Background: an optimization exercise with open tools, aiming at small area and a short achievable clock period. Do not read the settings as production practice.
In this exercise RTL edits were held to simulation tests only and were not proved equivalent to the original.

==> flow/design.v (excerpt) <==
module elidon_core(
  input         clock,
  input         reset,
  output [15:0] imem_addr,
  input  [15:0] imem_rdata,
  output [15:0] dmem_addr,
  output        dmem_read,
  output        dmem_write,
  output [15:0] dmem_wdata,
  input  [15:0] dmem_rdata
);
  reg  [15:0] pc2;
  reg  [15:0] f_ins;
  reg  [15:0] f_rA;
  reg  [15:0] f_rB;
  reg         f_hitA;
  reg         f_hitB;
  reg  [15:0] w_last;
  reg  [255:0] rf;
  reg  [15:0] d_ins;
  reg  [15:0] d_rs1;
  reg  [15:0] d_rs2;
  reg  [15:0] d_tgt;
  reg         d_jmp;
  reg         d_bez;
  reg         d_jr;
  reg         d_z;
  reg  [7:0] d_rem;
  reg  [7:0] d_qhi;
  reg  [7:0] d_alo;
  reg  [15:0] d_ub;
  reg         d_sa;
  reg         d_sb;
  reg  [17:0] d_t3;
  reg  [15:0] e_res;
  reg         e_neg;
  reg  [15:0] e_rdsv;
  reg         e_wb;
  reg         e_st;
  reg         e_ld;
  reg  [15:0] m_wv;
  wire [3:0]  op = d_ins[15:12];
  wire        op_c = op == 4'hc;
  wire        op_d = op == 4'hd;
  wire        op_e = op == 4'he;
  wire        op_f = op == 4'hf;
  wire        br_en = d_jmp | (d_bez & d_z);
  wire [15:0] br_pc = d_jr ? d_rs1 : d_tgt;
  assign imem_addr = br_en ? br_pc : pc2;
  always @(posedge clock) begin
    if (reset) pc2 <= 16'h0;
    else pc2 <= imem_addr + 16'h2;
    f_ins <= imem_rdata;
  end
  wire [3:0]  f_op = f_ins[15:12];
  wire [3:0]  ra = imem_rdata[15] ? imem_rdata[7:4] : imem_rdata[11:8];
  wire [3:0]  rb = imem_rdata[3:0];
  wire [15:0] rA = f_hitA ? w_last : f_rA;
  wire [15:0] rB = f_hitB ? w_last : f_rB;
  wire [15:0] wb_data = e_ld ? dmem_rdata : m_wv;
  ...
export LEC_CHECK = 0
export ABC_AREA = 1
export CAP_MARGIN = 20
export CORE_MARGIN = 2
export CORE_UTILIZATION = 40
export CTS_BUF_LIST = sky130_fd_sc_hd__clkbuf_4 sky130_fd_sc_hd__clkbuf_8
export CTS_CLUSTER_SIZE = 30
export SLEW_MARGIN = 20
create_clock -name core_clock -period 32.0 [get_ports {clock}]
standard.sh (not shown) runs the stock make flow with config.mk's settings and CLKGATE_MAP_FILE= SYNTH_SCRIPT=/design/flow/synth_recipe.tcl, a recipe that flattens the netlist after the stock synthesis.
==> flow/flow/run.sh <==
#!/bin/bash
set -euo pipefail
cd "$(dirname "$0")/.."
bash standard.sh SETUP_SLACK_MARGIN=24 "BUFFER_PORTS_ARGS=-buffer_cell sky130_fd_sc_hd__buf_4" finish > standard_flow.log 2>&1
The starting point produced a clean layout.
Next try:
==> flow/flow/run.sh (replaced) <==
#!/bin/bash
set -euo pipefail
cd "$(dirname "$0")/.."
bash standard.sh SETUP_SLACK_MARGIN=22 "BUFFER_PORTS_ARGS=-buffer_cell sky130_fd_sc_hd__buf_4" finish > standard_flow.log 2>&1
After rerunning: Design area went down by 9.3%. Routed wire length went down by 6.4%. Fmax went down by 3.6%. Global-route usage went down by 0.62 points. Clock-buffer cell count is unchanged.

========
== build 43 ==
Another version of the RTL of elidon_core (not shown whole).
Size: ~4800 cells after synthesis, roughly 500 flip-flops, roughly 37000 um2 of cells after synthesis.
clock: 32.0 ns
lec_check: 0
abc_area: 1
cap_margin: 20
core_margin: 2
core_utilization: 40
cts_buf_list: sky130_fd_sc_hd__clkbuf_8 sky130_fd_sc_hd__clkbuf_16
cts_cluster_diameter: 100
cts_cluster_size: 20
slew_margin: 20
==> flow/flow/run.sh <==
#!/bin/bash
set -euo pipefail
cd "$(dirname "$0")/.."
bash standard.sh SETUP_SLACK_MARGIN=23 "BUFFER_PORTS_ARGS=-buffer_cell sky130_fd_sc_hd__buf_4" finish > standard_flow.log 2>&1
Build 43 completed; timing, DRC and antenna clean
The inputs of build 79 differ from those of build 43 as listed below.
# build 43
export LEC_CHECK = 0
export ABC_AREA = 1
export CAP_MARGIN = 20
export CORE_MARGIN = 2
export CORE_UTILIZATION = 40
export CTS_BUF_LIST = sky130_fd_sc_hd__clkbuf_8 sky130_fd_sc_hd__clkbuf_16
export CTS_CLUSTER_DIAMETER = 100
export CTS_CLUSTER_SIZE = 20
export SLEW_MARGIN = 20
create_clock -name core_clock -period 32.0 [get_ports {clock}]
# build 79
export LEC_CHECK = 0
export ABC_AREA = 1
export CAP_MARGIN = 20
export CORE_MARGIN = 2
export CORE_UTILIZATION = 40
export CTS_BUF_LIST = sky130_fd_sc_hd__clkbuf_8 sky130_fd_sc_hd__clkbuf_16
export CTS_CLUSTER_DIAMETER = 100
export CTS_CLUSTER_SIZE = 20
export PLACE_DENSITY = 0.7
export SLEW_MARGIN = 20
create_clock -name core_clock -period 32.0 [get_ports {clock}]
--- a/flow/flow/run.sh
+++ b/flow/flow/run.sh
@@ -1,3 +1,5 @@
 #!/bin/bash
+# Layout flow: the standard flow (standard.sh: the standard synthesis and the ORFS
+# steps, unchanged), run whole, with two optimisation settings passed to ORFS's make:
 set -euo pipefail
 cd "$(dirname "$0")/.."
==> comparison <==
- Build 79 completed; timing, DRC and antenna clean
- In summary, build 43 completed successfully, with a layout that passed the timing, DRC and antenna checks.
- Build 79 vs. build 43: setup slack saw an increase; fraction of layout instances using a drive strength above 1 now smaller; worst slew margin relative to its limit fell 14 points.
- Diff build 43 -> build 79: number of vias per cell after detailed routing grew by about 2.1%, adder-cell area share of the yosys netlist did not really move.
- Looking at post-cts gate resize count across build 79 and build 43, the one that comes out higher is build 79.
- The first-iteration DRC count of build 79 exceeds that of build 43 by 708.
--- input diff build 79..build 56 ---
# build 79
export LEC_CHECK = 0
export ABC_AREA = 1
export CAP_MARGIN = 20
export CORE_MARGIN = 2
export CORE_UTILIZATION = 40
export CTS_BUF_LIST = sky130_fd_sc_hd__clkbuf_8 sky130_fd_sc_hd__clkbuf_16
export CTS_CLUSTER_DIAMETER = 100
export CTS_CLUSTER_SIZE = 20
export PLACE_DENSITY = 0.7
export SLEW_MARGIN = 20
create_clock -name core_clock -period 32.0 [get_ports {clock}]
# build 56
export LEC_CHECK = 0
export ABC_AREA = 1
export CAP_MARGIN = 20
export CORE_MARGIN = 2
export CORE_UTILIZATION = 40
export CTS_BUF_LIST = sky130_fd_sc_hd__clkbuf_8 sky130_fd_sc_hd__clkbuf_16
export CTS_CLUSTER_DIAMETER = 100
export CTS_CLUSTER_SIZE = 30
export SLEW_MARGIN = 20
create_clock -name core_clock -period 32.0 [get_ports {clock}]
==> flow/flow/run.sh <==
#!/bin/bash
set -euo pipefail
cd "$(dirname "$0")/.."
bash standard.sh SETUP_SLACK_MARGIN=23 "BUFFER_PORTS_ARGS=-buffer_cell sky130_fd_sc_hd__buf_4" finish > standard_flow.log 2>&1
Notes after the runs:
- Diff build 79 -> build 56 | routability congestion estimate from global placement | down by a few percent
- Build 79 -> build 56: share of the clock period used by the worst path flat
- Build 79 has a higher detailed-route vias per instance than build 56.
- Build 56 against build 79: initial antenna violation count now larger; clock-buffer cell count fell 8; compound-cell area share of the yosys netlist about even; data arrival at the endpoint of the critical path saw an increase.
- Routed wire in build 56 totals more than in build 79.
- Worst-case register-to-register setup slack sits lower in build 56 than in build 79.

what the ideal ports hide:
The results above use ideal ports. As a check the final layouts listed here were re-extracted and re-timed, cells and wires unchanged.
Step 1: set_driving_cell puts a clkbuf_16 on clock and a buf_2 on each other input, an assumption about the parent block.
Step 2 adds t to the input delays and takes it off the output delays; t is the mean of the earliest and latest rising clock arrival at the registers after step 1. Input paths then give back, and output paths get back, about the clock's delay inside the block.
Three values: no drivers, after step 1, after step 2; two values: the first two.
| run | shift t [ns] | setup slack, ns | worst setup path after step 2 | worst data-port slew with drivers (ns) |
|---|---|---|---|---|
| the first run of note 1 | 0.734 | 23.141 / 23.080 / 23.334 | input to register | 0.04 |
| the second run of note 1 | 0.728 | 22.807 / 22.807 / 22.316 | input to register | 0.05 |
| build 43 | 0.686 | 23.174 / 23.111 / 22.599 | input to register | 0.05 |
| build 79 | 0.683 | 23.206 / 23.144 / 22.688 | input to register | 0.05 |
| build 56 | 0.648 | 23.195 / 23.138 / 22.585 | input to register | 0.05 |
After both steps every run listed still meets setup and hold. The setup slack of build 56, which loses most, moves by -0.057 ns with the drivers and by -0.610 ns with both steps.
